Context: an optimization exercise on an open-source flow, tuned for small area. The choices shown serve that exercise and are no tape-out recipe.
The RTL was checked by simulation tests, not by an equivalence proof against the original design.
Power is estimated from default activity; no workload was simulated.

`design/flow/config.mk`:
```
export PLATFORM = sky130hd
export DESIGN_NAME = fp16_approx_systolic_array
export DESIGN_NICKNAME = fp16_approx_systolic_array
export VERILOG_FILES = /design/flow/design.v
export SDC_FILE = /design/flow/constraint.sdc
export NUM_CORES = 8
export LEC_CHECK = 0
export CAP_MARGIN = 10
export CORE_MARGIN = 2
export CORE_UTILIZATION = 70
export GPL_TIMING_DRIVEN = 0
export PLACE_DENSITY = 0.8
export SLEW_MARGIN = 10
```
`design/flow/constraint.sdc`:
```
create_clock -name core_clock -period 12.0 [get_ports {clk}]
set_input_delay 2.4000 -clock core_clock [delete_from_list [all_inputs] [get_ports {clk}]]
set_output_delay 2.4000 -clock core_clock [all_outputs]
set_load 0.01 [all_outputs]
```
`design/flow/design.v`:
```
module fp16_approximate_multiplier (
    input  wire [10:0] a,
    input  wire        a_ok,    
    input  wire [10:0] b,
    input  wire        b_ok,
    output wire [11:0] p
);
    wire [4:0] ea = a[9:5], eb = b[9:5];
    wire [11:0] prod;
    mant_mul mm (.a(a[4:0]), .b(b[4:0]), .s(prod));
    wire norm = prod[11];
    wire [5:0] m = norm ? prod[10:5] : prod[9:4];
    wire [5:0] c;
    wire [4:0] u;
    assign c[0] = norm;
    genvar i;
    generate for (i = 0; i < 5; i = i + 1) begin : g_e
        assign u[i] = ea[i] ^ eb[i] ^ c[i];
        assign c[i+1] = (ea[i] & eb[i]) | (c[i] & (ea[i] ^ eb[i]));
    end endgenerate
    wire u5 = ea[4] ^ c[5];
    wire uf = u5 ^ (norm & (u == 5'd0));
    wire za = !a_ok | (ea == 5'b10000);
    wire zb = !b_ok | (eb == 5'b00001);
    wire ia = a_ok & (ea == 5'b01111);
    wire ib = b_ok & (eb == 5'b00000);
    wire zin = za | zb;
    wire iin = ia | ib;
    wire zero = zin | (!iin & uf);
    wire inf = !zin & (iin | (!uf & (u == 5'd31)));
    assign p[11] = (a[10] & a_ok) ^ (b[10] & b_ok);
    assign p[10:6] = zero ? 5'd0 : inf ? 5'd31 : u;
    assign p[5:0] = (zero | inf) ? 6'd0 : m;
endmodule
module mant_mul (
    input  wire [4:0] a,
    input  wire [4:0] b,
    output wire [11:0] s
);
    wire t1 = (a[0] & b[4]) ^ (a[1] & b[3]);
    wire t2 = (a[0] & b[4]) & (a[1] & b[3]);
    wire t3 = (a[1] & b[4]) ^ (a[2] & b[3]) ^ (a[3] & b[2]);
    wire t4 = ((a[1] & b[4]) & (a[2] & b[3])) | ((a[3] & b[2]) & ((a[1] & b[4]) ^ (a[2] & b[3])));
    wire t5 = (a[4] & b[1]) ^ a[0];
    wire t6 = (a[4] & b[1]) & a[0];
    wire t7 = (a[2] & b[4]) ^ (a[3] & b[3]) ^ (a[4] & b[2]);
    wire t8 = ((a[2] & b[4]) & (a[3] & b[3])) | ((a[4] & b[2]) & ((a[2] & b[4]) ^ (a[3] & b[3])));
    wire t9 = a[1] ^ b[1];
    wire t10 = a[1] & b[1];
    wire t11 = (a[3] & b[4]) ^ (a[4] & b[3]) ^ a[2];
    wire t12 = ((a[3] & b[4]) & (a[4] & b[3])) | (a[2] & ((a[3] & b[4]) ^ (a[4] & b[3])));
    wire t13 = (a[0] & b[3]) ^ (a[1] & b[2]);
    wire t14 = (a[0] & b[3]) & (a[1] & b[2]);
    wire t15 = t1 ^ (a[2] & b[2]) ^ (a[3] & b[1]);
    wire t16 = (t1 & (a[2] & b[2])) | ((a[3] & b[1]) & (t1 ^ (a[2] & b[2])));
    wire t17 = t2 ^ t3 ^ t5;
    wire t18 = (t2 & t3) | (t5 & (t2 ^ t3));
    wire t19 = t4 ^ t6 ^ t7;
    wire t20 = (t4 & t6) | (t7 & (t4 ^ t6));
    wire t21 = t8 ^ t10 ^ t11;
    wire t22 = (t8 & t10) | (t11 & (t8 ^ t10));
    wire t23 = t12 ^ (a[4] & b[4]) ^ a[3];
    wire t24 = (t12 & (a[4] & b[4])) | (a[3] & (t12 ^ (a[4] & b[4])));
    wire t25 = (a[0] & b[2]) ^ (a[1] & b[1]);
    wire t26 = (a[0] & b[2]) & (a[1] & b[1]);
    wire t27 = t13 ^ (a[2] & b[1]) ^ (a[3] & b[0]);
    wire t28 = (t13 & (a[2] & b[1])) | ((a[3] & b[0]) & (t13 ^ (a[2] & b[1])));
    wire t29 = t14 ^ t15 ^ (a[4] & b[0]);
    wire t30 = (t14 & t15) | ((a[4] & b[0]) & (t14 ^ t15));
    wire t31 = t16 ^ t17 ^ b[0];
    wire t32 = (t16 & t17) | (b[0] & (t16 ^ t17));
    wire t33 = t18 ^ t19 ^ t9;
    wire t34 = (t18 & t19) | (t9 & (t18 ^ t19));
    wire t35 = t20 ^ t21 ^ b[2];
    wire t36 = (t20 & t21) | (b[2] & (t20 ^ t21));
    wire t37 = t22 ^ t23 ^ b[3];
    wire t38 = (t22 & t23) | (b[3] & (t22 ^ t23));
    wire t39 = t24 ^ a[4] ^ b[4];
    wire t40 = (t24 & a[4]) | (b[4] & (t24 ^ a[4]));
    wire [12:0] c;
    assign c[0] = 1'b0;
    assign s[0] = (a[0] & b[0]) ^ 1'b0 ^ c[0];
    assign c[1] = ((a[0] & b[0]) & 1'b0) | (c[0] & ((a[0] & b[0]) ^ 1'b0));
    assign s[1] = (a[0] & b[1]) ^ (a[1] & b[0]) ^ c[1];
    assign c[2] = ((a[0] & b[1]) & (a[1] & b[0])) | (c[1] & ((a[0] & b[1]) ^ (a[1] & b[0])));
    assign s[2] = t25 ^ (a[2] & b[0]) ^ c[2];
    assign c[3] = (t25 & (a[2] & b[0])) | (c[2] & (t25 ^ (a[2] & b[0])));
    assign s[3] = t26 ^ t27 ^ c[3];
    assign c[4] = (t26 & t27) | (c[3] & (t26 ^ t27));
    assign s[4] = t28 ^ t29 ^ c[4];
    assign c[5] = (t28 & t29) | (c[4] & (t28 ^ t29));
    assign s[5] = t30 ^ t31 ^ c[5];
    assign c[6] = (t30 & t31) | (c[5] & (t30 ^ t31));
    assign s[6] = t32 ^ t33 ^ c[6];
    assign c[7] = (t32 & t33) | (c[6] & (t32 ^ t33));
    assign s[7] = t34 ^ t35 ^ c[7];
    assign c[8] = (t34 & t35) | (c[7] & (t34 ^ t35));
    assign s[8] = t36 ^ t37 ^ c[8];
    assign c[9] = (t36 & t37) | (c[8] & (t36 ^ t37));
    assign s[9] = t38 ^ t39 ^ c[9];
    assign c[10] = (t38 & t39) | (c[9] & (t38 ^ t39));
    assign s[10] = t40 ^ 1'b1 ^ c[10];
    assign c[11] = (t40 & 1'b1) | (c[10] & (t40 ^ 1'b1));
    assign s[11] = 1'b0 ^ 1'b0 ^ c[11];
    assign c[12] = (1'b0 & 1'b0) | (c[11] & (1'b0 ^ 1'b0));
endmodule
module fp16_approximate_adder (
    input  wire [15:0] x,
    input  wire [11:0] y,
    input  wire        clr,
    input  wire        kill,
    output wire [15:0] r
);
    wire sx = x[15];
    wire sy = y[11];
    wire [4:0] ex = x[14:10], ey = y[10:6];
    wire [9:0] mx = x[9:0];
    wire [5:0] my = y[5:0];
    genvar i;
    wire [6:0] bc;
    assign bc[0] = 1'b0;
    generate for (i = 0; i < 6; i = i + 1) begin : g_bm
        assign bc[i+1] = (!mx[i+4] & my[i]) | (!mx[i+4] & bc[i]) | (my[i] & bc[i]);
    end endgenerate
    wire bm = bc[6];
    wire [5:0] tb;
    wire [5:0] t;
    assign tb[0] = 1'b0;
    generate for (i = 0; i < 5; i = i + 1) begin : g_t
        assign t[i] = ex[i] ^ ey[i] ^ tb[i];
        assign tb[i+1] = (!ex[i] & ey[i]) | (!(ex[i] ^ ey[i]) & tb[i]);
    end endgenerate
    assign t[5] = tb[5];
    wire tz = t[4:0] == 5'd0;
    wire x_ge = kill | (!clr & !t[5] & (!tz | !bm));
    wire sh4 = !((t[5:2] == 4'b0000) | ((t[5:2] == 4'b1111) & (t[1] | t[0])));
    wire sh1 = !sh4 & t[0];
    wire sh2 = !sh4 & (t[1] ^ (t[0] & t[5]));
    wire [4:0] el = x_ge ? ex : ey;
    wire hx = ex != 5'd0, hy = ey != 5'd0;
    wire [10:0] L = x_ge ? {1'b1, mx} : {1'b1, my, 4'd0};
    wire [10:0] S = x_ge ? {hy, my, 4'd0} : {hx, mx};
    wire nz = !(clr | kill);
    wire o0 = nz & !sh4 & !sh1 & !sh2, o1 = nz & sh1 & !sh2, o2 = nz & !sh1 & sh2,
         o3 = nz & sh1 & sh2, o4 = nz & sh4;
    wire [14:0] Sx = {4'b0, S};
    wire [10:0] S3;
    generate for (i = 0; i < 11; i = i + 1) begin : g_sh
        assign S3[i] = (o0 & Sx[i]) | (o1 & Sx[i+1]) | (o2 & Sx[i+2]) | (o3 & Sx[i+3]) | (o4 & Sx[i+4]);
    end endgenerate
    wire sub = sx ^ sy;
    wire [10:0] B = S3 ^ {11{sub}};
    wire [11:0] cc;
    wire [11:0] sum;
    assign cc[0] = sub;
    generate for (i = 0; i < 11; i = i + 1) begin : g_s
        assign sum[i] = L[i] ^ B[i] ^ cc[i];
        assign cc[i+1] = (L[i] & B[i]) | (cc[i] & (L[i] ^ B[i]));
    end endgenerate
    assign sum[11] = cc[11] & !sub;
    wire up = sum[11], dn = !sum[11] & !sum[10];
    wire kp = !sum[11] & sum[10];
    wire zero = !clr & (x_ge ? !hx : !hy);
    wire upm = up & !zero & (el != 5'd30);
    wire kpm = kp & !zero & (el != 5'd31);
    wire dnm = dn & !zero & (el != 5'd0);
    wire [11:0] sx0 = {sum[10:0], 1'b0};
    wire [9:0] mr;
    generate for (i = 0; i < 10; i = i + 1) begin : g_n
        assign mr[i] = (upm & sum[i+1]) | (kpm & sum[i]) | (dnm & sx0[i]);
    end endgenerate
    wire [5:0] k;
    wire [4:0] er;
    assign k[0] = up | dn;
    generate for (i = 0; i < 5; i = i + 1) begin : g_e
        assign er[i] = el[i] ^ k[i];
        assign k[i+1] = k[i] & (el[i] ^ dn);
    end endgenerate
    assign r[15] = x_ge ? sx : sy;
    assign r[14:10] = zero ? 5'd0 : er;
    assign r[9:0] = mr;
endmodule
module fp16_approx_mac_unit (
    input  wire        clk,
    input  wire        rst_n,
    input  wire        enable,
    input  wire        clr_d,
    input  wire        p_ok,    
    input  wire [10:0] a,       
    input  wire        a_ok,    
    input  wire [10:0] w,
    input  wire        w_ok,
    output reg  [15:0] acc_out
);
    wire [11:0] p;
    reg  [11:0] p_reg;
    fp16_approximate_multiplier mult (.a(a), .a_ok(a_ok), .b(w), .b_ok(w_ok), .p(p));
    always @(posedge clk) begin
        if (enable)
            p_reg <= p;
    end
    wire [15:0] s;
    fp16_approximate_adder adder (.x(acc_out), .y(p_reg), .clr(clr_d), .kill(!p_ok), .r(s));
    always @(posedge clk or negedge rst_n) begin
        if (!rst_n)
            acc_out <= 16'h0000;
        else if (enable)
            acc_out <= s;
    end
endmodule
module fp16_approx_systolic_array #(
    parameter SIZE = 8,
    parameter APPROX_MULT_BITS = 6,
    parameter APPROX_ALIGN = 4
)(
    input wire clk,
    input wire rst_n,
    input wire enable,
    input wire acc_clear,
    input wire [15:0] a_in_0,
    input wire [15:0] a_in_1,
    input wire [15:0] a_in_2,
    input wire [15:0] a_in_3,
    input wire [15:0] a_in_4,
    input wire [15:0] a_in_5,
    input wire [15:0] a_in_6,
    input wire [15:0] a_in_7,
    input wire [15:0] w_in_0,
    input wire [15:0] w_in_1,
    input wire [15:0] w_in_2,
    input wire [15:0] w_in_3,
    input wire [15:0] w_in_4,
    input wire [15:0] w_in_5,
    input wire [15:0] w_in_6,
    input wire [15:0] w_in_7,
    output wire [15:0] acc_out_00,
    output wire [15:0] acc_out_01,
    output wire [15:0] acc_out_02,
    output wire [15:0] acc_out_03,
    output wire [15:0] acc_out_04,
    output wire [15:0] acc_out_05,
    output wire [15:0] acc_out_06,
    output wire [15:0] acc_out_07,
    output wire [15:0] acc_out_10,
    output wire [15:0] acc_out_11,
    output wire [15:0] acc_out_12,
    output wire [15:0] acc_out_13,
    output wire [15:0] acc_out_14,
    output wire [15:0] acc_out_15,
    output wire [15:0] acc_out_16,
    output wire [15:0] acc_out_17,
    output wire [15:0] acc_out_20,
    output wire [15:0] acc_out_21,
    output wire [15:0] acc_out_22,
    output wire [15:0] acc_out_23,
    output wire [15:0] acc_out_24,
    output wire [15:0] acc_out_25,
    output wire [15:0] acc_out_26,
    output wire [15:0] acc_out_27,
    output wire [15:0] acc_out_30,
    output wire [15:0] acc_out_31,
    output wire [15:0] acc_out_32,
    output wire [15:0] acc_out_33,
    output wire [15:0] acc_out_34,
    output wire [15:0] acc_out_35,
    output wire [15:0] acc_out_36,
    output wire [15:0] acc_out_37,
    output wire [15:0] acc_out_40,
    output wire [15:0] acc_out_41,
    output wire [15:0] acc_out_42,
    output wire [15:0] acc_out_43,
    output wire [15:0] acc_out_44,
    output wire [15:0] acc_out_45,
    output wire [15:0] acc_out_46,
    output wire [15:0] acc_out_47,
    output wire [15:0] acc_out_50,
    output wire [15:0] acc_out_51,
    output wire [15:0] acc_out_52,
    output wire [15:0] acc_out_53,
    output wire [15:0] acc_out_54,
    output wire [15:0] acc_out_55,
    output wire [15:0] acc_out_56,
    output wire [15:0] acc_out_57,
    output wire [15:0] acc_out_60,
    output wire [15:0] acc_out_61,
    output wire [15:0] acc_out_62,
    output wire [15:0] acc_out_63,
    output wire [15:0] acc_out_64,
    output wire [15:0] acc_out_65,
    output wire [15:0] acc_out_66,
    output wire [15:0] acc_out_67,
    output wire [15:0] acc_out_70,
    output wire [15:0] acc_out_71,
    output wire [15:0] acc_out_72,
    output wire [15:0] acc_out_73,
    output wire [15:0] acc_out_74,
    output wire [15:0] acc_out_75,
    output wire [15:0] acc_out_76,
    output wire [15:0] acc_out_77
);
    wire [15:0] a_in [0:7];
    wire [15:0] w_in [0:7];
    wire [15:0] acc  [0:7][0:7];
    assign a_in[0] = a_in_0;
    assign w_in[0] = w_in_0;
    assign a_in[1] = a_in_1;
    assign w_in[1] = w_in_1;
    assign a_in[2] = a_in_2;
    assign w_in[2] = w_in_2;
    assign a_in[3] = a_in_3;
    assign w_in[3] = w_in_3;
    assign a_in[4] = a_in_4;
    assign w_in[4] = w_in_4;
    assign a_in[5] = a_in_5;
    assign w_in[5] = w_in_5;
    assign a_in[6] = a_in_6;
    assign w_in[6] = w_in_6;
    assign a_in[7] = a_in_7;
    assign w_in[7] = w_in_7;
    assign acc_out_00 = acc[0][0];
    assign acc_out_01 = acc[0][1];
    assign acc_out_02 = acc[0][2];
    assign acc_out_03 = acc[0][3];
    assign acc_out_04 = acc[0][4];
    assign acc_out_05 = acc[0][5];
    assign acc_out_06 = acc[0][6];
    assign acc_out_07 = acc[0][7];
    assign acc_out_10 = acc[1][0];
    assign acc_out_11 = acc[1][1];
    assign acc_out_12 = acc[1][2];
    assign acc_out_13 = acc[1][3];
    assign acc_out_14 = acc[1][4];
    assign acc_out_15 = acc[1][5];
    assign acc_out_16 = acc[1][6];
    assign acc_out_17 = acc[1][7];
    assign acc_out_20 = acc[2][0];
    assign acc_out_21 = acc[2][1];
    assign acc_out_22 = acc[2][2];
    assign acc_out_23 = acc[2][3];
    assign acc_out_24 = acc[2][4];
    assign acc_out_25 = acc[2][5];
    assign acc_out_26 = acc[2][6];
    assign acc_out_27 = acc[2][7];
    assign acc_out_30 = acc[3][0];
    assign acc_out_31 = acc[3][1];
    assign acc_out_32 = acc[3][2];
    assign acc_out_33 = acc[3][3];
    assign acc_out_34 = acc[3][4];
    assign acc_out_35 = acc[3][5];
    assign acc_out_36 = acc[3][6];
    assign acc_out_37 = acc[3][7];
    assign acc_out_40 = acc[4][0];
    assign acc_out_41 = acc[4][1];
    assign acc_out_42 = acc[4][2];
    assign acc_out_43 = acc[4][3];
    assign acc_out_44 = acc[4][4];
    assign acc_out_45 = acc[4][5];
    assign acc_out_46 = acc[4][6];
    assign acc_out_47 = acc[4][7];
    assign acc_out_50 = acc[5][0];
    assign acc_out_51 = acc[5][1];
    assign acc_out_52 = acc[5][2];
    assign acc_out_53 = acc[5][3];
    assign acc_out_54 = acc[5][4];
    assign acc_out_55 = acc[5][5];
    assign acc_out_56 = acc[5][6];
    assign acc_out_57 = acc[5][7];
    assign acc_out_60 = acc[6][0];
    assign acc_out_61 = acc[6][1];
    assign acc_out_62 = acc[6][2];
    assign acc_out_63 = acc[6][3];
    assign acc_out_64 = acc[6][4];
    assign acc_out_65 = acc[6][5];
    assign acc_out_66 = acc[6][6];
    assign acc_out_67 = acc[6][7];
    assign acc_out_70 = acc[7][0];
    assign acc_out_71 = acc[7][1];
    assign acc_out_72 = acc[7][2];
    assign acc_out_73 = acc[7][3];
    assign acc_out_74 = acc[7][4];
    assign acc_out_75 = acc[7][5];
    assign acc_out_76 = acc[7][6];
    assign acc_out_77 = acc[7][7];
    reg [10:0] a_dl [0:7][1:8];
    reg [10:0] w_dl [0:7][1:8];
    integer i, k;
    always @(posedge clk) begin
        if (enable) begin
            for (i = 0; i < 8; i = i + 1) begin
                a_dl[i][1] <= {a_in[i][15], a_in[i][14:10] ^ 5'b10000, a_in[i][9:5]};
                w_dl[i][1] <= {w_in[i][15], w_in[i][14:10] + 5'd1, w_in[i][9:5]};
                for (k = 2; k <= 8; k = k + 1) begin
                    a_dl[i][k] <= a_dl[i][k-1];
                    w_dl[i][k] <= w_dl[i][k-1];
                end
            end
        end
    end
    reg [8:1] fill;
    reg clr_d;
    always @(posedge clk or negedge rst_n) begin
        if (!rst_n) begin
            fill <= 8'd0;
            clr_d <= 1'b0;
        end else if (enable) begin
            fill <= {fill[7:1], 1'b1};
            clr_d <= acc_clear;
        end
    end
    genvar r, c;
    generate
        for (r = 0; r < 8; r = r + 1) begin : gen_row
            for (c = 0; c < 8; c = c + 1) begin : gen_col
                fp16_approx_mac_unit pe (
                    .clk(clk), .rst_n(rst_n), .enable(enable), .clr_d(clr_d), .p_ok(fill[1]),
                    .a(a_dl[r][c+1]), .a_ok(fill[c+1]),
                    .w(w_dl[c][r+1]), .w_ok(fill[r+1]),
                    .acc_out(acc[r][c])
                );
            end
        end
    endgenerate
endmodule
```
`design/flow/flow/run.sh`:
```
#!/bin/bash
# Own flow: the standard layout (standard.sh), with two changes in synthesis: Yosys's synth
# runs without its generic ABC pass (-noabc), and the final ABC technology mapping uses an
# area-oriented script (flow/area.abc) instead of ORFS's abc_speed/abc_area scripts. Everything
# else (the Yosys passes, the registers, and every layout step) is the standard flow's, except
# for the clock tree synthesis options (cts_args below) and the port buffers' cell.
set -euo pipefail
here=$(pwd)
# synth_recipe.tcl with the abc command's -script argument replaced
{
  cat <<TCL
proc abc {args} {
  set i [lsearch -exact \$args -script]
  if {\$i >= 0} { lset args [expr {\$i + 1}] {$here/flow/area.abc} }
  puts "own flow: abc -script [lindex \$args [expr {\$i + 1}]]"
  yosys abc {*}\$args
}
TCL
  head -n 1 synth_recipe.tcl
  # replaces synth_recipe.tcl's synth (its first line) with one that also skips the generic ABC
  # pass inside synth's fine stage, so that extract_fa sees the adders as written
  echo 'proc synth {args} { yosys synth -nofsm -noshare -noabc {*}$args }'
  tail -n +2 synth_recipe.tcl
} > own_synth.tcl
# clock tree: larger sink clusters and no dummy loads (fewer clock buffers)
cts_args="-sink_clustering_enable -repair_clock_nets -dont_use_dummy_load -sink_clustering_size 20 -sink_clustering_max_diameter 100"
bash standard.sh SYNTH_SCRIPT="$here/own_synth.tcl" synth > synth.log 2>&1
# every input and output port still gets its buffer, the smallest one (buf_1)
bash standard.sh SYNTH_SCRIPT="$here/own_synth.tcl" CTS_ARGS="$cts_args" \
  BUFFER_PORTS_ARGS="-buffer_cell sky130_fd_sc_hd__buf_1" finish > layout.log 2>&1
```
`design/flow/flow/area.abc`:
```
strash
&get -n
&st
&dch
&nf -a -R 1000
&put
```
`design/flow/standard.sh`:
```
#!/bin/bash
# synth_recipe.tcl (not shown) runs the flow's synth.tcl, then flattens the netlist and writes it again
# the make line also repeats each setting of config.mk as NAME=value (left out here)
make -C /OpenROAD-flow-scripts/flow DESIGN_CONFIG=/design/flow/config.mk WORK_HOME=/design/flow/orfs CLKGATE_MAP_FILE= SYNTH_SCRIPT=/design/flow/synth_recipe.tcl "${@:-finish}"
```
==> results.txt, run 1 <==
hold crit path type reg2reg; register bit total from synthesis between 3,000 and 4,000; max FFs per register 1,024; Routed WL between 700 and 800 mm; area leader, netlist edfxtp_1; Final ANT Viol Nets 0; layout cell share with drive strength beyond 1 roughly 2.5%; crit path launch type flop; TNS Setup 0 ns; setup violators final 0; overflow left after global routing 0; drc violations 0; critical path arrival 11.87 ns; hold buffers post-CTS 0; Tcrit/Tclk final roughly nine tenths; Final Wtd Congestion 0.989; count leader, synth fa_1; Fin Clk Skew 0.0754 ns; post-synth cell types 60; worst vdd ir 0.000344 V; PwrDens ~330 mW/mm^2; Placed Cells 29,500; switching power between 40,000 and 50,000 uW; Seq/Total Area, Yosys a little under two fifths; fillers about 24,000; H-tree depth 4; RSZ-0062 raised after global routing no; max-cap violations 0; slowest stage cell, crit path nor3b_1; status finished clean; top cells by area, synth edfxtp_1 26%, fa_1 21%, dfrtp_1 10%, and2_0 3.9%, nand2_1 3.6%; post-synth top area share 26.3%; clk slew on worst S/H paths 0.09 ns; Final Hold Fails 0; max incr delay on CP 1.08 ns; Pre-antenna DRT Iters 15; WP data required between 10 and 15 ns; setup bufs post-CTS 0; sequential group share of total power between 20% and 30%; Vias between 150k and 200k; port bufs approximately 1,200; initial drt markers ~24,000; Die Span Y between 500 and 600 um; Sw Share between 50% and 60%; met3 WL post-DR 67.7 mm; Die X 600 um; crit-path max FO 24; Max Clk Rate approximately 0.09 GHz; # IOs 1,284; vias per cell ~6.6; All-Layer GR Usage between 40% and 50%; combinational share of power 71.5%; Post-synth top cells 2,560 x fa_1, 2,409 x nand2_1, 2,368 x nor2_1; most frequent CP cell fa_1; DRT met1 WL around 260 mm; crit end category flop; Syn Nets between 20,000 and 30,000; CTS Buf Count between 150 and 200; Worst Max-Slew Pin Slew 1.34 ns; critical path class reg2reg; max-slew violations 0; Final #Nets approximately 28,000; Worst-Skew Late Latency 0.96 ns; first-pass GRT wire length 1130 mm; worst-case clock buffer depth 4; CTS tree done; Syn-to-layout area delta 8.80%; core area 0.353 sq mm; Place WS 1.08 ns; Core Rows roughly 220; Root Buffer clkbuf_16; hpwl dp between 500 and 600 mm; PnR worst setup slack approximately 1 ns; antenna violations before repair just over 80; Synth Warn # 6; async set-or-reset flop fraction in the synthesized netlist between 30 and 40%; P_int 44,300 uW; Post-Syn Instances between 20,000 and 25,000; Non-Filler Instances roughly 30,000; EDFF count, synth between 2,000 and 2,500; drt wl/cell between 20 and 25 um; Sink Count about 3,200; routed length on met2 roughly 340 mm; # resized after CTS 0; Max-slew headroom a little over a tenth; full die area roughly 0.36 sq mm; main flop type after synthesis edfxtp_1; largest net degree at the start of global routing between 200 and 250; clock network power share ~7.4%; fin crit period 11.00 ns; DR top layer met5; Initial Util a little over two thirds; Mapped Area roughly 0.25 sq mm; leakage about 0.10 uW; vias in the first global route roughly 190k; syn_area_per_cell around 11 sq um
[worst max-delay path: cells and delay by family (launching register included)]
family | cells | cell delay [ns]
AO/OA/AOI/OAI | 6 | 2.00
XOR/XNOR | 1 | 0.11
adder cells (fa/ha/maj) | 16 | 6.06
buffers and inverters | 4 | 0.63
flip-flops | 1 | 0.40
AND/OR/NAND/NOR | 5 | 1.67
[power by group through the flow]
stage	Clock, uW	Combinational (uW)	Sequential [uW]
2_1_floorplan	0	45500	18300
3_3_place_gp	0	59800	21500
3_5_place_dp	0	61600	18800
4_1_cts	6600	62200	18600
5_1_grt	6940	69900	19000
6_report	6570	63500	18700
[per-stage QoR]
stage | hold slack (ns) | total power, uW | cell area (sq um) | util, %
finish | 0.452 | 88800 | 270000 | 76.5
global placement | 0.429 | 81300 | 259000 | 73.3
floorplan | 0.427 | 63800 | 248000 | -
CTS | 0.449 | 87400 | 270000 | 76.5
global route | 0.458 | 95800 | 270000 | 76.5
detailed placement | 0.432 | 80500 | 265000 | 75.2
[kinds of logic (layout without fill, tap and decap cells)]
kind of cell             count (synthesis)  in the layout  share of synthesized area (%)
AND/OR/NAND/NOR                       8569           8569                           16.4
AO/OA/AOI/OAI                         4885           4885                           12.7
adder cells (fa/ha/maj)               3528           3528                           25.2
flip-flops                            3209           3209                           36.7
XOR/XNOR                              1537           1537                           5.42
buffers and inverters                 1161           2829                           1.75
multiplexers                           448            448                           1.81
other                                    0             46                              0
[final timing paths]
check | start | endpoint | slack, ns | cells past startpoint
worst min register to register | a_dl[40][10] | a_dl[41][10] | 0.45 | 0
worst max register to register | gen_row[1].gen_col[5].pe.acc_out[10] | gen_row[1].gen_col[5].pe.acc_out[8] | 1.0 | 32
worst max-delay path | gen_row[1].gen_col[5].pe.acc_out[10] | gen_row[1].gen_col[5].pe.acc_out[8] | 1.0 | 32
worst min-delay path | a_dl[40][10] | a_dl[41][10] | 0.45 | 0
min in group asynchronous | rst_n | gen_row[6].gen_col[4].pe.acc_out[3] | 1.41 | 1
max in group asynchronous | rst_n | gen_row[2].gen_col[1].pe.acc_out[3] | 8.10 | 9
[layout make-up]
class / count / area (sq um) / area share, %
flip-flops and latches: 3209 / 91200 / 33.8
multi-input cells: 19000 / 154000 / 57.1
clock buffers: 189 / 4730 / 1.75
inverters: 1161 / 4370 / 1.62
diodes: 46 / 115 / 0.0426
well taps: 4730 / 5920 / 2.19
repair buffers: 1479 / 9520 / 3.53
[cell usage in the layout (no fill, tap or decap), drive strengths merged, types with 526 or more instances in the layout]
master,netlist,routed
o21ai,1663,1663
xnor2,1003,1003
edfxtp,2176,2176
clkinv,1161,1161
nor2,2368,2368
and2,1564,1564
dfrtp,1033,1033
o22ai,1277,1277
fa,2560,2560
a222oi,526,526
ha,648,648
nand2,2409,2409
nor3,651,651
xor2,534,534
buf,0,1479
[per-layer routing]
metal,vias up,track usage (%)
met2,10100,63.7
met4,56,34.0
li1,87600,-
met5,-,0
met3,2427,8.48
met1,96200,50.6
==> run 2, diff against run 1 <==
--- a/design/flow/flow/run.sh
+++ b/design/flow/flow/run.sh
@@ -24,5 +24,5 @@
 } > own_synth.tcl
 # clock tree: larger sink clusters and no dummy loads (fewer clock buffers)
-cts_args="-sink_clustering_enable -repair_clock_nets -dont_use_dummy_load -sink_clustering_size 20 -sink_clustering_max_diameter 100"
+cts_args="-sink_clustering_enable -repair_clock_nets -dont_use_dummy_load -sink_clustering_size 25 -sink_clustering_max_diameter 120"
 bash standard.sh SYNTH_SCRIPT="$here/own_synth.tcl" synth > synth.log 2>&1
 # every input and output port still gets its buffer, the smallest one (buf_1)
==> run 2 against run 1 <==
- still clean on timing, DRC and antenna
- worst setup slack worse by 0.0075 ns
- synthesized cell count unchanged
- via count shrank 0.34%
- wire length down 0.25%
- maximum frequency about the same
==> results.txt, run 2 <==
crit path launch type flop; Core Rows 218 (unchanged); Seq/Total Area, Yosys 36.7% (unchanged); Initial Util 70.4% (unchanged); PwrDens 328 mW/mm^2 (-0.36%); clk slew on worst S/H paths 0.11 ns (+0.02 ns); worst-case clock buffer depth 4 (unchanged); Fin Clk Skew 0.0574 ns (-0.0181 ns); Final Hold Fails 0 (unchanged); Sink Count 3,209 (unchanged); setup violators final 0 (unchanged); critical path class reg2reg; most frequent CP cell fa_1; Post-synth top cells 2,560 x fa_1, 2,409 x nand2_1, 2,368 x nor2_1; post-synth top area share 26.3% (unchanged); Syn-to-layout area delta 8.46%; max-slew violations 0 (unchanged); Syn Nets 26,800 (unchanged); largest net degree at the start of global routing 201 (unchanged); xor/xnor share of the synthesized area 5.42% (unchanged); slowest stage cell, crit path nor3_1; main flop type after synthesis edfxtp_1; critical path arrival 11.89 ns (+0.02 ns); hpwl dp 585 mm (unchanged); Final #Nets 28,400 (-0.12%); final core occ 76.3% (-0.24 points); crit end category flop; syn_area_per_cell 10.6 sq um (unchanged); max-cap violations 0 (unchanged); most common cell after layout, fill and taps aside fa_1; count leader, synth fa_1; Synth Warn # 6 (unchanged); area leader, netlist edfxtp_1; Max-slew headroom 10.7% (about the same); WP data required 12.88 ns (about the same); CTS tree done; drt wl/cell 24.9 um (-0.14%); register bit total from synthesis 3,209 (unchanged); largest family of logic cells by synthesized area adder cells; H-tree depth 4 (unchanged); Vias 196,000 (-0.34%); Worst-Skew Late Latency 1.00 ns (+0.04 ns); leakage 0.100 uW (-0.42%); max incr delay on CP 1.01 ns (-0.07 ns); fillers 24,200 (+0.34%); hold buffers post-CTS 0 (unchanged); EDFF count, synth 2,176 (unchanged); full die area 0.360 sq mm (unchanged); Final ANT Viol Nets 0 (unchanged); Final Wtd Congestion 0.989 (unchanged); Worst Max-Slew Pin Slew 1.33 ns (-0.00359 ns); CTS Buf Count 155 (-18%); RSZ-0062 raised after global routing no; mux contribution to synthesized area 1.81% (unchanged); status finished clean; crit-path max FO 19 (-21%); post-synthesis compound-gate area fraction 12.7% (unchanged); layout cell share with drive strength beyond 1 2.40% (-0.13 points); Pre-antenna DRT Iters 15 (unchanged); setup bufs post-CTS 0 (unchanged); worst vdd ir 0.000345 V (+0.27%); fin crit period 11.01 ns (+0.00751 ns); Final Total Pwr 88,200 uW (-0.68%); post-synth cell types 60 (unchanged); Die X 600 um (unchanged); first-pass GRT wire length 1130 mm (-0.23%); overflow left after global routing 0 (unchanged); # resized after CTS 0 (unchanged); port bufs 1,203 (unchanged); # IOs 1,284 (unchanged); Synth Area in Simple Gates 16.4% (unchanged); All-Layer GR Usage 41.1% (-0.12 points); core area 0.353 sq mm (unchanged); antenna violations before repair 73 (-9.9%); vias per cell 6.58 (-0.23%); drc violations 0 (unchanged); max FFs per register 1,024 (unchanged); Tcrit/Tclk final 91.8% (about the same); Routed WL 740 mm (-0.25%); hold crit path type reg2reg; Max Clk Rate 0.0908 GHz (about the same); commonest cells after routing, fill and taps aside 2,560 x fa_1, 2,409 x nand2_1, 2,368 x nor2_1; initial drt markers 23,100 (-1.7%); Die Span Y 600 um (unchanged); async set-or-reset flop fraction in the synthesized netlist 32.2% (unchanged); top cells by area, synth edfxtp_1 26%, fa_1 21%, dfrtp_1 10%, and2_0 3.9%, nand2_1 3.6%; Root Buffer clkbuf_16; Worst path top cell family by delay adder cells; Mapped Area 0.248 sq mm (unchanged); vias in the first global route 192,000 (-0.23%); Post-Synth Adder-Cell Area 25.2% (unchanged); TNS Setup 0 ns (unchanged); Post-Syn Instances 23,300 (unchanged); worst path buffer plus inverter count 3 (-1)
## run 2: path summary, 6_finish.rpt
| check | start | cells past startpoint | to | slack, ns |
|---|---|---|---|---|
| worst max-delay path | gen_row[2].gen_col[3].pe.acc_out[10] | 32 | gen_row[2].gen_col[3].pe.acc_out[1] | 0.99 |
| worst min register to register | w_dl[43][10] | 0 | w_dl[44][10] | 0.45 |
| worst min-delay path | w_dl[43][10] | 0 | w_dl[44][10] | 0.45 |
| min in group asynchronous | rst_n | 1 | gen_row[6].gen_col[4].pe.acc_out[3] | 1.42 |
| max in group asynchronous | rst_n | 9 | gen_row[2].gen_col[0].pe.acc_out[7] | 8.12 |
| worst max register to register | gen_row[2].gen_col[3].pe.acc_out[10] | 32 | gen_row[2].gen_col[3].pe.acc_out[1] | 0.99 |
## run 2: through the flow
step	instance area [sq um]	instances	setup slack (ns)	hold WS, ns
2_1_floorplan	248000	23300	0.137	0.427
3_3_place_gp	259000	29300	-229.46	0.429
3_5_place_dp	265000	29500	1.08	0.432
4_1_cts	269000	29700	1.05	0.455
5_1_grt	269000	29700	0.488	0.465
6_report	269000	29700	0.989	0.452
## run 2: final cells by class
class | instances | area, sq um | area share (%)
Sequential cell | 3209 | 91200 | 33.9
Timing Repair Buffer | 1479 | 9520 | 3.54
Antenna cell | 47 | 118 | 0.0437
Clock buffer | 155 | 3880 | 1.44
Tap cell | 4730 | 5920 | 2.20
Multi-Input combinational cell | 19000 | 154000 | 57.3
Inverter | 1161 | 4370 | 1.62
## run 2: cell families (layout without fill, tap and decap cells)
| group | count (synthesis) | in the layout |
|---|---|---|
| AO/OA/AOI/OAI | 4885 | 4885 |
| XOR/XNOR | 1537 | 1537 |
| adder cells (fa/ha/maj) | 3528 | 3528 |
| buffers and inverters | 1161 | 2795 |
| flip-flops | 3209 | 3209 |
| multiplexers | 448 | 448 |
| other | 0 | 47 |
| AND/OR/NAND/NOR | 8569 | 8569 |
## run 2: layer usage
layer | up-vias | global-route usage (%) | share of wire [%]
met5 | - | 0 | 0.044
met4 | 52 | 33.3 | 10
met3 | 2299 | 8.51 | 9.0
met2 | 9667 | 63.7 | 46
met1 | 96200 | 50.4 | 35
li1 | 87600 | - | -
## run 2: worst register-to-register path: cells and delay by family, from the launching register on
family | cells | cell delay (ns)
AO/OA/AOI/OAI | 6 | 2.06
XOR/XNOR | 1 | 0.18
adder cells (fa/ha/maj) | 16 | 6.11
buffers and inverters | 3 | 0.55
flip-flops | 1 | 0.38
multiplexers | 1 | 0.23
AND/OR/NAND/NOR | 5 | 1.47
## run 2: power by group
part	switching [uW]	leakage, uW	internal (uW)
combinational	37300	0.0641	26200
sequential	3440	0.0341	15300
clock	3650	0.00191	2330
==> run 3, diff against run 2 <==
--- a/design/flow/design.v
+++ b/design/flow/design.v
@@ -110,4 +110,5 @@
     input  wire        clr,
     input  wire        kill,
+    input  wire        hold,
     output wire [15:0] r
 );
@@ -121,5 +122,5 @@
     assign bc[0] = 1'b0;
     generate for (i = 0; i < 6; i = i + 1) begin : g_bm
-        assign bc[i+1] = (!mx[i+4] & my[i]) | (!mx[i+4] & bc[i]) | (my[i] & bc[i]);
+        assign bc[i+1] = (!mx[i+4] & my[i]) | (!(mx[i+4] ^ my[i]) & bc[i]);
     end endgenerate
     wire bm = bc[6];
@@ -137,9 +138,10 @@
     wire sh1 = !sh4 & t[0];
     wire sh2 = !sh4 & (t[1] ^ (t[0] & t[5]));
-    wire [4:0] el = x_ge ? ex : ey;
+    wire xl = x_ge | hold;                 
+    wire [4:0] el = xl ? ex : ey;
     wire hx = ex != 5'd0, hy = ey != 5'd0;
-    wire [10:0] L = x_ge ? {1'b1, mx} : {1'b1, my, 4'd0};
+    wire [10:0] L = xl ? {1'b1, mx} : {1'b1, my, 4'd0};
     wire [10:0] S = x_ge ? {hy, my, 4'd0} : {hx, mx};
-    wire nz = !(clr | kill);
+    wire nz = !(clr | kill | hold);
     wire o0 = nz & !sh4 & !sh1 & !sh2, o1 = nz & sh1 & !sh2, o2 = nz & !sh1 & sh2,
          o3 = nz & sh1 & sh2, o4 = nz & sh4;
@@ -149,5 +151,5 @@
         assign S3[i] = (o0 & Sx[i]) | (o1 & Sx[i+1]) | (o2 & Sx[i+2]) | (o3 & Sx[i+3]) | (o4 & Sx[i+4]);
     end endgenerate
-    wire sub = sx ^ sy;
+    wire sub = !hold & (sx ^ sy);
     wire [10:0] B = S3 ^ {11{sub}};
     wire [11:0] cc;
@@ -161,5 +163,5 @@
     wire up = sum[11], dn = !sum[11] & !sum[10];
     wire kp = !sum[11] & sum[10];
-    wire zero = !clr & (x_ge ? !hx : !hy);
+    wire zero = !clr & !hold & (x_ge ? !hx : !hy);
     wire upm = up & !zero & (el != 5'd30);
     wire kpm = kp & !zero & (el != 5'd31);
@@ -177,5 +179,5 @@
         assign k[i+1] = k[i] & (el[i] ^ dn);
     end endgenerate
-    assign r[15] = x_ge ? sx : sy;
+    assign r[15] = xl ? sx : sy;
     assign r[14:10] = zero ? 5'd0 : er;
     assign r[9:0] = mr;
@@ -201,9 +203,10 @@
     end
     wire [15:0] s;
-    fp16_approximate_adder adder (.x(acc_out), .y(p_reg), .clr(clr_d), .kill(!p_ok), .r(s));
+    fp16_approximate_adder adder (.x(acc_out), .y(p_reg), .clr(clr_d & enable), .kill(!p_ok),
+                                  .hold(!enable), .r(s));
     always @(posedge clk or negedge rst_n) begin
         if (!rst_n)
             acc_out <= 16'h0000;
-        else if (enable)
+        else
             acc_out <= s;
     end
--- a/design/flow/flow/run.sh
+++ b/design/flow/flow/run.sh
@@ -24,5 +24,5 @@
 } > own_synth.tcl
 # clock tree: larger sink clusters and no dummy loads (fewer clock buffers)
-cts_args="-sink_clustering_enable -repair_clock_nets -dont_use_dummy_load -sink_clustering_size 25 -sink_clustering_max_diameter 120"
+cts_args="-sink_clustering_enable -repair_clock_nets -dont_use_dummy_load -sink_clustering_size 20 -sink_clustering_max_diameter 100"
 bash standard.sh SYNTH_SCRIPT="$here/own_synth.tcl" synth > synth.log 2>&1
 # every input and output port still gets its buffer, the smallest one (buf_1)
==> run 3 against run 2 <==
- core utilization is 0.087 points lower
- first-iteration DRC count fell by 0.66%
- critical path type is now in2reg
- largest power group unchanged
- clock skew decreased by 0.012 ns
- synthesized cell count shrank 3.8%
==> results.txt, run 3 <==
status finished clean; overflow left after global routing 0 (unchanged); Final Wtd Congestion 0.997 (+0.83%); post-synth top area share 26.2% (-0.063 points); drt wl/cell 25.0 um (+0.59%); crit end category flop; worst-case clock buffer depth 4 (unchanged); Pre-antenna DRT Iters 17 (+2); Vias 190,000 (-2.9%); layout cell share with drive strength beyond 1 2.69% (+0.29 points); H-tree depth 4 (unchanged); Placed Cells 28,600 (-3.3%); register bit total from synthesis 3,209 (unchanged); Final #Nets 27,800 (-2.1%); slowest stage cell, crit path nor4_2; vias per cell 6.59 (+0.16%); Worst-Skew Late Latency 0.97 ns (-0.03 ns); PwrDens 280 mW/mm^2 (-15%); hold buffers post-CTS 0 (unchanged); top cells by area, synth edfxtp_1 26%, fa_1 21%, dfrtp_1 10%, ha_1 4.9%, xnor2_1 3.7%; Post-synth top cells 2,560 x fa_1, 2,315 x nor2_1, 2,176 x edfxtp_1; Worst Max-Slew Pin Slew 1.29 ns (-0.0441 ns); critical path arrival 12.44 ns (+0.55 ns); All-Layer GR Usage 39.8% (-1.3 points); syn_area_per_cell 11.1 sq um (+4.2%); Routed WL 721 mm (-2.5%); Post-Synth Adder-Cell Area 25.5% (+0.26 points); RSZ-0062 raised after global routing no; Reg-to-Reg Start gen_row[1].gen_col[0].pe.acc_out[10]; largest net degree at the start of global routing 43 (-79%); clk slew on worst S/H paths 0.09 ns (-0.02 ns); Syn-to-layout area delta 8.16%; Final ANT Viol Nets 0 (unchanged); Hold Path Stages 0 (unchanged); setup violators final 0 (unchanged); Fin Clk Skew 0.0455 ns (-0.0119 ns); Max Clk Rate 0.0858 GHz (-5.5%); max-cap violations 0 (unchanged); crit-path max FO 36 (+17); xor/xnor share of the synthesized area 5.09% (-0.33 points); Mapped Area 0.249 sq mm (+0.24%); Synth Warn # 6 (unchanged); Post-Syn Instances 22,400 (-3.8%); hpwl dp 569 mm (-2.8%); Die X 600 um (+0.12%); worst hold endpoint w_dl[2][10]; Non-Filler Instances 28,800 (-3.1%); max-slew violations 0 (unchanged); commonest cells after routing, fill and taps aside 2,560 x fa_1, 2,302 x nor2_1, 2,176 x edfxtp_1; critical path class in2reg; Die Span Y 600 um (+0.12%); antenna violations before repair 47 (-36%); Final Hold Fails 0 (unchanged); Crit Reg-Reg Endpoint gen_row[1].gen_col[0].pe.acc_out[5]; post-synthesis compound-gate area fraction 10.7% (-1.9 points); full die area 0.360 sq mm (+0.24%); count leader, synth fa_1; area leader, netlist edfxtp_1; Seq/Total Area, Yosys 36.6% (-0.088 points); drc violations 0 (unchanged); # IOs 1,284 (unchanged); async set-or-reset flop fraction in the synthesized netlist 32.2% (unchanged); crit path launch type input port; Final Total Pwr 75,300 uW (-15%); most common cell after layout, fill and taps aside fa_1; initial drt markers 23,000 (-0.66%); Core Rows 218 (unchanged); main flop type after synthesis edfxtp_1; max incr delay on CP 0.83 ns (-0.18 ns); Sink Count 3,209 (unchanged); core area 0.353 sq mm (about the same); vias in the first global route 187,000 (-2.5%); Root Buffer clkbuf_16; max FFs per register 1,024 (unchanged); Initial Util 70.5% (+0.12 points); largest family of logic cells by synthesized area adder cells; worst vdd ir 0.000284 V (-18%); EDFF count, synth 2,176 (unchanged); fin crit period 11.66 ns (+0.645 ns); fillers 24,100 (-0.41%); post-synth cell types 61 (+1.7%); Reg2Reg Setup Slack 1.69 ns (+0.70 ns); Tcrit/Tclk final 97.1% (+5.4 points); CTS Buf Count 188 (+21%); first-pass GRT wire length 1100 mm (-2.2%); FF-to-FF path depth 31 (-3.1%); port bufs 1,203 (unchanged); HP Start w_dl[1][10]; hold crit path type reg2reg; WP data required 12.79 ns (-0.09 ns); most frequent CP cell fa_1; Synth Area in Simple Gates 15.6% (-0.78 points); Syn Nets 26,200 (-2.1%); leakage 0.103 uW (+2.9%); mux contribution to synthesized area 4.00% (+2.2 points); Max-slew headroom 13.6% (+3.0 points); TNS Setup 0 ns (unchanged); CTS tree done
-- run 3: changes by cell type after synthesis, sizes merged, moves of 147 or more --
cell | previous run | this run
o21ai | 1663 | 638
nand2 | 2409 | 1501
nor2b | 86 | 559
clkinv | 1161 | 1627
o22ai | 1277 | 822
mux2i | 437 | 847
ha | 648 | 968
maj3 | 320 | 0
a21oi | 401 | 554
a211oi | 44 | 192
nor3 | 651 | 503
xor2 | 534 | 387
-- run 3: worst max path at each step --
| stage | from | endpoint | cells past startpoint | slack (ns) |
|---|---|---|---|---|
| after global placement | enable | gen_row[3].gen_col[5].pe.acc_out[1] | 6 | -169.53 |
| after floorplan | enable | gen_row[7].gen_col[6].pe.acc_out[1] | 24 | 0.03 |
| after CTS | enable | gen_row[0].gen_col[7].pe.acc_out[14] | 44 | 0.03 |
| after global routing | enable | gen_row[0].gen_col[5].pe.acc_out[14] | 41 | 0.03 |
| final | enable | gen_row[3].gen_col[5].pe.acc_out[14] | 38 | 0.34 |
| after detailed placement | enable | gen_row[1].gen_col[5].pe.acc_out[1] | 37 | -3.85 |
-- run 3: area by class of cell --
cell class	instances	area, sq um	share of cell area [%]
Multi-Input combinational cell	17600	153000	56.7
Antenna cell	46	115	0.0428
Clock buffer	188	4700	1.75
Sequential cell	3209	91200	33.9
Timing Repair Buffer	1419	8430	3.13
Tap cell	4730	5920	2.20
Inverter	1627	6110	2.27
-- run 3: critical path: cells and delay by family --
family          cells  cell delay [ns]
fa+ha+maj          11             4.34
buf+inv            12             2.32
simple gates        8             2.12
compound gates      4             0.56
xor+xnor            3             0.48
-- run 3: report_power, final --
| group | leakage [uW] | total [uW] | switching [uW] | internal, uW |
|---|---|---|---|---|
| Combinational | 0.0664 | 50400 | 30200 | 20200 |
| Clock | 0.00232 | 6520 | 3740 | 2780 |
| Sequential | 0.0343 | 18400 | 3170 | 15200 |
-- run 3: timing repair --
action / in CTS / in global routing
endpoints found under the hold margin: 0 / 0
setup endpoints to repair: 959 / 856
buffers inserted: 14 / 13
gates cloned: 9 / 4
resized for setup: 189 / 24
pin swaps: 2 / 3
-- run 3: routing by layer --
layer	track usage, %	vias to the layer above	part of all wire [%]	wire (um)
met2	60.6	9670	45	324000
met4	27.3	18	8.4	60300
met5	0	-	0.017	121
met3	8.55	1951	9.8	70500
li1	-	84000	-	-
met1	51.6	94500	37	267000
-- run 3: metrics by stage --
step	area [sq um]	worst slack, ns	hold slack [ns]	utilization, %
2_1_floorplan	249000	0.0311	0.427	-
4_1_cts	269000	0.0333	0.448	76.1
6_report	269000	0.344	0.452	76.2
5_1_grt	269000	0.0321	0.466	76.2
3_5_place_dp	263000	-3.85	0.433	74.5
3_3_place_gp	259000	-169.53	0.430	73.5
-- run 3: kinds of logic after synthesis --
group	after synthesis
AOI/OAI and AO/OA	3832
buffers and inverters	1627
muxes	979
xor gates and xnor gates	1447
DFF	3209
and+or+nand+nor	7824
adders and majority gates	3528
==> run 4, diff against run 3 <==
--- a/design/flow/config.mk
+++ b/design/flow/config.mk
@@ -6,8 +6,8 @@
 export NUM_CORES = 8
 export LEC_CHECK = 0
-export CAP_MARGIN = 10
+export CAP_MARGIN = 20
 export CORE_MARGIN = 2
-export CORE_UTILIZATION = 70
+export CORE_UTILIZATION = 60
 export GPL_TIMING_DRIVEN = 0
-export PLACE_DENSITY = 0.8
-export SLEW_MARGIN = 10
+export PLACE_DENSITY = 0.72
+export SLEW_MARGIN = 20
==> run 4 against run 3 <==
- critical path type unchanged
- critical path depth grew 1
- global-route usage fell by 5.4 points
- largest power group unchanged
- power is essentially flat
- sequential share of layout area down 0.26 points
- final cell count grew 2.6%
- first-iteration DRC count fell by 12%
- count of clock-buffer cells in the layout up 9
- still clean
==> results.txt, run 4 <==
status finished clean; Post-Syn Instances 22,400 (unchanged); # IOs 1,284 (unchanged); Die X 648 um (+8.0%); Fin Clk Skew 0.0827 ns (+0.0372 ns); post-synth cell types 61 (unchanged); worst path buffer plus inverter count 15 (+3); max incr delay on CP 0.43 ns (-0.40 ns); drt wl/cell 24.5 um (-1.9%); Final #Nets 27,900 (+0.13%); final core occ 65.7% (-11 points); worst vdd ir 0.000248 V (-13%); WP data required 12.83 ns (+0.04 ns); placed cell area 0.265 sq mm (+0.62%); largest family of logic cells by synthesized area adder cells; Die Span Y 648 um (+8.0%); GRT busiest layer met2; async set-or-reset flop fraction in the synthesized netlist 32.2% (unchanged); crit path launch type input port; full die area 0.420 sq mm (+17%); hold buffers post-CTS 0 (unchanged); critical path arrival 12.41 ns (-0.03 ns); commonest cells after routing, fill and taps aside 2,560 x fa_1, 2,304 x nor2_1, 2,176 x edfxtp_1; met1 usage 44.9% (-6.7 points); register area 0.0912 sq mm (unchanged); Max Clk Rate 0.0863 GHz (+0.62%); fillers 32,300 (+34%); GR Layer Usage met3 6.82% (-1.7 points); post-synthesis compound-gate area fraction 10.7% (unchanged); leakage 0.103 uW (+0.42%); GRT met2 Usage 52.9% (-7.7 points); crit end category flop; Final Hold Fails 0 (unchanged); Tcrit/Tclk final 96.5% (-0.60 points); hold crit path type reg2reg; slowest stage cell, crit path mux2_1; syn_area_per_cell 11.1 sq um (unchanged); Sink Count 3,209 (unchanged); Seq/Total Area, Yosys 36.6% (unchanged); Core Rows 236 (+8.3%); layout cell share with drive strength beyond 1 3.26% (+0.58 points); most common cell after layout, fill and taps aside fa_1; Synth Area in Simple Gates 15.6% (unchanged); mux contribution to synthesized area 4.00% (unchanged); max FFs per register 1,024 (unchanged); max-slew violations 0 (unchanged); EDFF count, synth 2,176 (unchanged); antenna violations before repair 50 (+6.4%); vias per cell 6.31 (-4.3%); Initial Util 60.3% (-10 points); vias in the first global route 183,000 (-2.1%); Worst path top cell family by delay adder cells; Routed WL 726 mm (+0.67%); Worst Max-Slew Pin Slew 1.13 ns (-0.158 ns); Vias 187,000 (-1.7%); initial drt markers 20,200 (-12%); post-synth top area share 26.2% (unchanged); overflow left after global routing 0 (unchanged); All-Layer GR Usage 34.4% (-5.4 points); worst-case clock buffer depth 4 (unchanged); Final Total Pwr 75,400 uW (about the same); CTS Buf Count 197 (+4.8%); H-tree depth 4 (unchanged); Pre-antenna DRT Iters 17 (unchanged); critical path class in2reg; main flop type after synthesis edfxtp_1; drc violations 0 (unchanged); clk slew on worst S/H paths 0.08 ns (about the same); max-cap violations 0 (unchanged); register bit total from synthesis 3,209 (unchanged); Synth Warn # 6 (unchanged); Post-synth top cells 2,560 x fa_1, 2,315 x nor2_1, 2,176 x edfxtp_1; Worst-Skew Late Latency 1.01 ns (+0.04 ns); Syn Nets 26,200 (unchanged); fin crit period 11.58 ns (-0.0714 ns); area leader, netlist edfxtp_1; largest net degree at the start of global routing 38 (-12%); setup violators final 0 (unchanged); Syn-to-layout area delta 9.00%; CTS tree done; hpwl dp 580 mm (+2.1%); Placed Cells 29,300 (+2.7%); top cells by area, synth edfxtp_1 26%, fa_1 21%, dfrtp_1 10%, ha_1 4.9%, xnor2_1 3.7%; Non-Filler Instances 29,600 (+2.6%); Final Wtd Congestion 0.980 (-1.7%); final instance area 0.271 sq mm (+0.78%); xor/xnor share of the synthesized area 5.09% (unchanged); first-pass GRT wire length 1100 mm (-0.19%); RSZ-0062 raised after global routing no; PwrDens 278 mW/mm^2 (-0.77%); Max-slew headroom 24.2% (+11 points); count leader, synth fa_1; Mapped Area 0.249 sq mm (unchanged); Post-Synth Adder-Cell Area 25.5% (unchanged); multi-input logic area 0.153 sq mm (+0.40%); core area 0.413 sq mm (+17%); Root Buffer clkbuf_16; most frequent CP cell fa_1; crit-path max FO 50 (+39%); port bufs 1,203 (unchanged); Final ANT Viol Nets 0 (unchanged)
## run 4: cell counts after synthesis
No cell type changed its count.
## run 4: layout make-up
cell class	count	area share, %
antenna	24	0.0221
timing repair buffer	1447	3.25
tap	5474	2.52
multi-input combinational	17600	56.5
sequential	3209	33.6
clock buffer	197	1.82
inverter	1627	2.25
## run 4: worst register-to-register path: cells and delay by family, from the launching register on
| family | cells | cell delay (ns) |
|---|---|---|
| buffers and inverters | 2 | 0.16 |
| and+or+nand+nor | 10 | 2.27 |
| DFF | 1 | 0.40 |
| xor gates and xnor gates | 2 | 0.29 |
| AOI/OAI and AO/OA | 4 | 0.94 |
| adders and majority gates | 16 | 6.01 |
## run 4: repair_timing
action                                  4_1_cts  5_1_grt
pin swaps                                     3        4
endpoints found under the hold margin         0        0
buffers inserted                              9       12
cloned                                        2        9
endpoints found under the setup margin      911      892
gates resized for setup                     239       42
## run 4: layer usage
layer | up-vias | wire length, um
met5 | - | 114
met4 | 16 | 56000
met3 | 1488 | 62400
met2 | 8007 | 327000
met1 | 93300 | 281000
li1 | 84000 | -
## run 4: through the flow
stage | TNS (ns) | hold slack (ns) | setup slack [ns]
4_1_cts | 0 | 0.443 | 0.00640
2_1_floorplan | 0 | 0.427 | 0.0311
6_report | 0 | 0.451 | 0.415
3_3_place_gp | - | 0.432 | -177.25
3_5_place_dp | -1745.54 | 0.436 | -2.96
5_1_grt | 0 | 0.463 | 0.0517
## run 4: cell families after synthesis
logic type / count (synthesis)
and+or+nand+nor: 7824
AOI/OAI and AO/OA: 3832
adders and majority gates: 3528
DFF: 3209
buffers and inverters: 1627
xor gates and xnor gates: 1447
muxes: 979
## run 4: final timing paths
path | start | end | slack [ns] | cells after the start
hold reg to reg | w_dl[49][10] | w_dl[50][10] | 0.45 | 0
hold / removal | w_dl[49][10] | w_dl[50][10] | 0.45 | 0
min in group asynchronous | rst_n | gen_row[7].gen_col[3].pe.acc_out[8] | 1.32 | 1
setup reg to reg | gen_row[1].gen_col[0].pe.acc_out[10] | gen_row[1].gen_col[0].pe.acc_out[14] | 1.80 | 34
setup / recovery | enable | gen_row[1].gen_col[5].pe.acc_out[14] | 0.42 | 39
max in group asynchronous | rst_n | gen_row[1].gen_col[6].pe.acc_out[4] | 8.13 | 10
## run 4: where the power goes
| part | switching [uW] | total (uW) | internal (uW) |
|---|---|---|---|
| logic | 29900 | 50200 | 20400 |
| clock network | 3810 | 6710 | 2910 |
| registers | 3160 | 18400 | 15200 |
| total | 36800 | 75400 | 38500 |
==> run 5, diff against run 4 <==
--- a/design/flow/design.v
+++ b/design/flow/design.v
@@ -122,5 +122,5 @@
     assign bc[0] = 1'b0;
     generate for (i = 0; i < 6; i = i + 1) begin : g_bm
-        assign bc[i+1] = (!mx[i+4] & my[i]) | (!(mx[i+4] ^ my[i]) & bc[i]);
+        assign bc[i+1] = (!mx[i+4] & my[i]) | (!mx[i+4] & bc[i]) | (my[i] & bc[i]);
     end endgenerate
     wire bm = bc[6];
--- a/design/flow/config.mk
+++ b/design/flow/config.mk
@@ -6,8 +6,8 @@
 export NUM_CORES = 8
 export LEC_CHECK = 0
-export CAP_MARGIN = 20
+export CAP_MARGIN = 10
 export CORE_MARGIN = 2
-export CORE_UTILIZATION = 60
+export CORE_UTILIZATION = 70
 export GPL_TIMING_DRIVEN = 0
-export PLACE_DENSITY = 0.72
-export SLEW_MARGIN = 20
+export PLACE_DENSITY = 0.8
+export SLEW_MARGIN = 10
==> run 5 against run 4 <==
- synthesized cell count shrank 0.55%
- final area down 1.9%
- die area fell by 15%
- wire length fell by 0.17%
- sequential power hardly changed
- largest cell class unchanged
- via count is 0.52% higher
- maximum frequency fell by 1.1%
- first-iteration DRC count up 11%
- critical path depth decreased by 2
==> results.txt, run 5 <==
post-synth cell types 61 (unchanged); overflow left after global routing 0 (unchanged); vias per cell 6.56 (+3.9%); Root Buffer clkbuf_16; clk slew on worst S/H paths 0.09 ns (about the same); Worst Max-Slew Pin Slew 1.32 ns (+0.192 ns); crit-path max FO 37 (-26%); fillers 23,700 (-27%); port bufs 1,203 (unchanged); most common cell after layout, fill and taps aside nor2_1; drt wl/cell 25.3 um (+3.2%); Final ANT Viol Nets 0 (unchanged); async set-or-reset flop fraction in the synthesized netlist 32.2% (unchanged); Final Wtd Congestion 0.979 (about the same); Post-synth top cells 2,611 x nor2_1, 2,560 x fa_1, 2,176 x edfxtp_1; largest net degree at the start of global routing 43 (+13%); drc violations 0 (unchanged); Syn-to-layout area delta 8.43%; EDFF count, synth 2,176 (unchanged); Syn Nets 25,800 (-1.7%); Initial Util 70.3% (+10 points); first-pass GRT wire length 1090 mm (-1.1%); syn_area_per_cell 11.0 sq um (-0.89%); CTS Buf Count 188 (-4.6%); PwrDens 283 mW/mm^2 (+1.9%); max-slew violations 0 (unchanged); Mapped Area 0.245 sq mm (-1.4%); critical path arrival 12.56 ns (+0.15 ns); commonest cells after routing, fill and taps aside 2,607 x nor2_1, 2,560 x fa_1, 2,176 x edfxtp_1; # IOs 1,284 (unchanged); max FFs per register 1,024 (unchanged); worst vdd ir 0.000316 V (+28%); Tcrit/Tclk final 97.6% (+1.1 points); most frequent CP cell buf_16; Max Clk Rate 0.0854 GHz (-1.1%); critical path class in2reg; Die X 596 um (-8.0%); Post-Syn Instances 22,300 (-0.55%); top cells by area, synth edfxtp_1 27%, fa_1 21%, dfrtp_1 11%, and2_0 4.1%, nor2_1 4.0%; initial drt markers 22,400 (+11%); Final Hold Fails 0 (unchanged); Worst-Skew Late Latency 0.97 ns (-0.04 ns); vias in the first global route 183,000 (+0.025%); full die area 0.355 sq mm (-15%); All-Layer GR Usage 40.3% (+5.9 points); Fin Clk Skew 0.0684 ns (-0.0143 ns); crit path launch type input port; hold crit path type reg2reg; Final #Nets 27,500 (-1.5%); register bit total from synthesis 3,209 (unchanged); Sink Count 3,209 (unchanged); CTS tree done; worst-case clock buffer depth 4 (unchanged); count leader, synth nor2_1; area leader, netlist edfxtp_1; Die Span Y 596 um (-8.0%); setup violators final 0 (unchanged); layout cell share with drive strength beyond 1 3.14% (-0.12 points); hpwl dp 570 mm (-1.8%); Synth Warn # 6 (unchanged); status finished clean; post-synth top area share 26.6% (+0.38 points); H-tree depth 4 (unchanged); Non-Filler Instances 28,600 (-3.3%); Placed Cells 28,300 (-3.7%); core area 0.349 sq mm (-15%); main flop type after synthesis edfxtp_1; leakage 0.101 uW (-2.7%); Pre-antenna DRT Iters 14 (-3); antenna violations before repair 76 (+52%); Core Rows 217 (-8.1%); fin crit period 11.71 ns (+0.128 ns); Seq/Total Area, Yosys 37.2% (+0.53 points); hold buffers post-CTS 0 (unchanged); WP data required 12.85 ns (+0.02 ns); Final Total Pwr 75,300 uW (-0.13%); max incr delay on CP 0.86 ns (+0.43 ns); WHS 0.454 ns (+0.00334 ns); Routed WL 725 mm (-0.17%); Max-slew headroom 11.3% (-13 points); final core occ 76.2% (+11 points); crit end category flop; Vias 188,000 (+0.52%); slowest stage cell, crit path o31ai_1; max-cap violations 0 (unchanged)
==> run 5: worst paths after layout <==
kind                       cells after the start  slack (ns)                            startpoint                                    to
min                                            0        0.45                          a_dl[62][10]                          a_dl[63][10]
max in group asynchronous                     10        8.09                                 rst_n   gen_row[0].gen_col[0].pe.acc_out[0]
max                                           37        0.29                                enable  gen_row[5].gen_col[5].pe.acc_out[14]
max reg2reg                                   32        1.89  gen_row[1].gen_col[3].pe.acc_out[10]   gen_row[1].gen_col[3].pe.acc_out[1]
min in group asynchronous                      1        1.26                                 rst_n   gen_row[6].gen_col[5].pe.acc_out[4]
min reg2reg                                    0        0.45                          a_dl[62][10]                          a_dl[63][10]
==> run 5: final cells by class <==
cell class | count | area (sq um) | area share, %
multi-input cells | 17400 | 149000 | 56.1
flip-flops and latches | 3209 | 91200 | 34.3
repair buffers | 1470 | 8580 | 3.22
inverters | 1680 | 6370 | 2.39
well taps | 4599 | 5750 | 2.16
clock buffers | 188 | 4700 | 1.77
diodes | 37 | 92.6 | 0.0348
repair inverters | 1 | 5.00 | 0.00188
==> run 5: repair_timing <==
item / CTS / global route
cloned: 0 / 11
endpoints found under the setup margin: 821 / 862
pin swaps: 7 / 20
gates resized for setup: 119 / 208
setup buffers: 17 / 100
==> run 5: worst max-delay path: cells and delay by family <==
| family | cells | cell delay, ns |
|---|---|---|
| simple gates | 7 | 1.32 |
| fa+ha+maj | 11 | 4.10 |
| mux | 2 | 0.76 |
| buf+inv | 13 | 2.43 |
| xor+xnor | 1 | 0.09 |
| compound gates | 3 | 1.23 |
==> run 5: report_power, final <==
part	switching, uW	total, uW	internal [uW]
clock	3750	6530	2780
sequential	3320	18600	15300
combinational	30000	50100	20100
==> run 5: cell families (layout without fill, tap and decap cells) <==
family | Yosys count | in the layout | share of synthesized area (%)
and+or+nand+nor | 7866 | 7867 | 15.6
AOI/OAI and AO/OA | 3755 | 3756 | 10.5
adders and majority gates | 3528 | 3528 | 25.5
other | 0 | 37 | 0
buffers and inverters | 1680 | 3339 | 2.57
xor gates and xnor gates | 1445 | 1445 | 5.16
muxes | 839 | 839 | 3.49
DFF | 3209 | 3209 | 37.2
==> run 5: routing by layer <==
metal	track usage [%]	vias up	part of all wire, %
li1	-	83100	-
met1	50.7	92900	36
met3	9.48	2129	10
met2	61.6	9585	45
met5	0	-	0.055
met4	29.1	60	9.0
==> run 5: per-stage QoR <==
stage | TNS [ns] | worst slack, ns | cell area, sq um
3_3_place_gp | - | -153.04 | 256000
3_5_place_dp | -1369.76 | -2.46 | 259000
4_1_cts | -0.0107 | -0.00697 | 264000
5_1_grt | -0.0651 | -0.0368 | 266000
6_report | 0 | 0.287 | 266000
2_1_floorplan | -0.0440 | -0.0363 | 245000

-- separate check: timing with driven ports --
The results above use ideal ports. As a check the final layouts listed here were re-extracted and re-timed, cells and wires unchanged.
Step 1 (the two cells are an assumption about what drives the block):
set clk [get_ports {clk}]
set_driving_cell -lib_cell sky130_fd_sc_hd__clkbuf_16 $clk
set_driving_cell -lib_cell sky130_fd_sc_hd__buf_2 [delete_from_list [all_inputs] $clk]
Step 2 moves the port delays by t, midway between the first and last clock arrival at a register: inputs arrive t later, outputs are due t later. That takes back most of the time a late clock gives input paths.
Slacks: no drivers / after step 1 / after step 2; pairs: no drivers / after step 1.
| run | t (ns) | setup slack, ns | worst setup path after step 2 | latest minus earliest clock arrival (ns) | worst slew at a driven data input, ns |
|---|---|---|---|---|---|
| run 1 | 1.063 | 0.996 / 0.996 / 0.996 | register to register | 0.104 / 0.104 | 0.21 |
| run 2 | 1.059 | 0.989 / 0.989 / 0.989 | register to register | 0.074 / 0.074 | 0.21 |
| run 3 | 1.067 | 0.344 / 0.420 / -0.646 | input to register | 0.063 / 0.063 | 0.17 |
| run 4 | 1.087 | 0.415 / 0.511 / -0.576 | input to register | 0.087 / 0.088 | 0.14 |
| run 5 | 1.062 | 0.287 / 0.377 / -0.684 | input to register | 0.084 / 0.085 | 0.24 |
Met with ideal ports but missed after step 2: setup timing in run 3, run 4 and run 5. For run 4, which loses most, drivers alone change the setup slack by +0.096 ns; drivers and shift together by -0.991 ns.
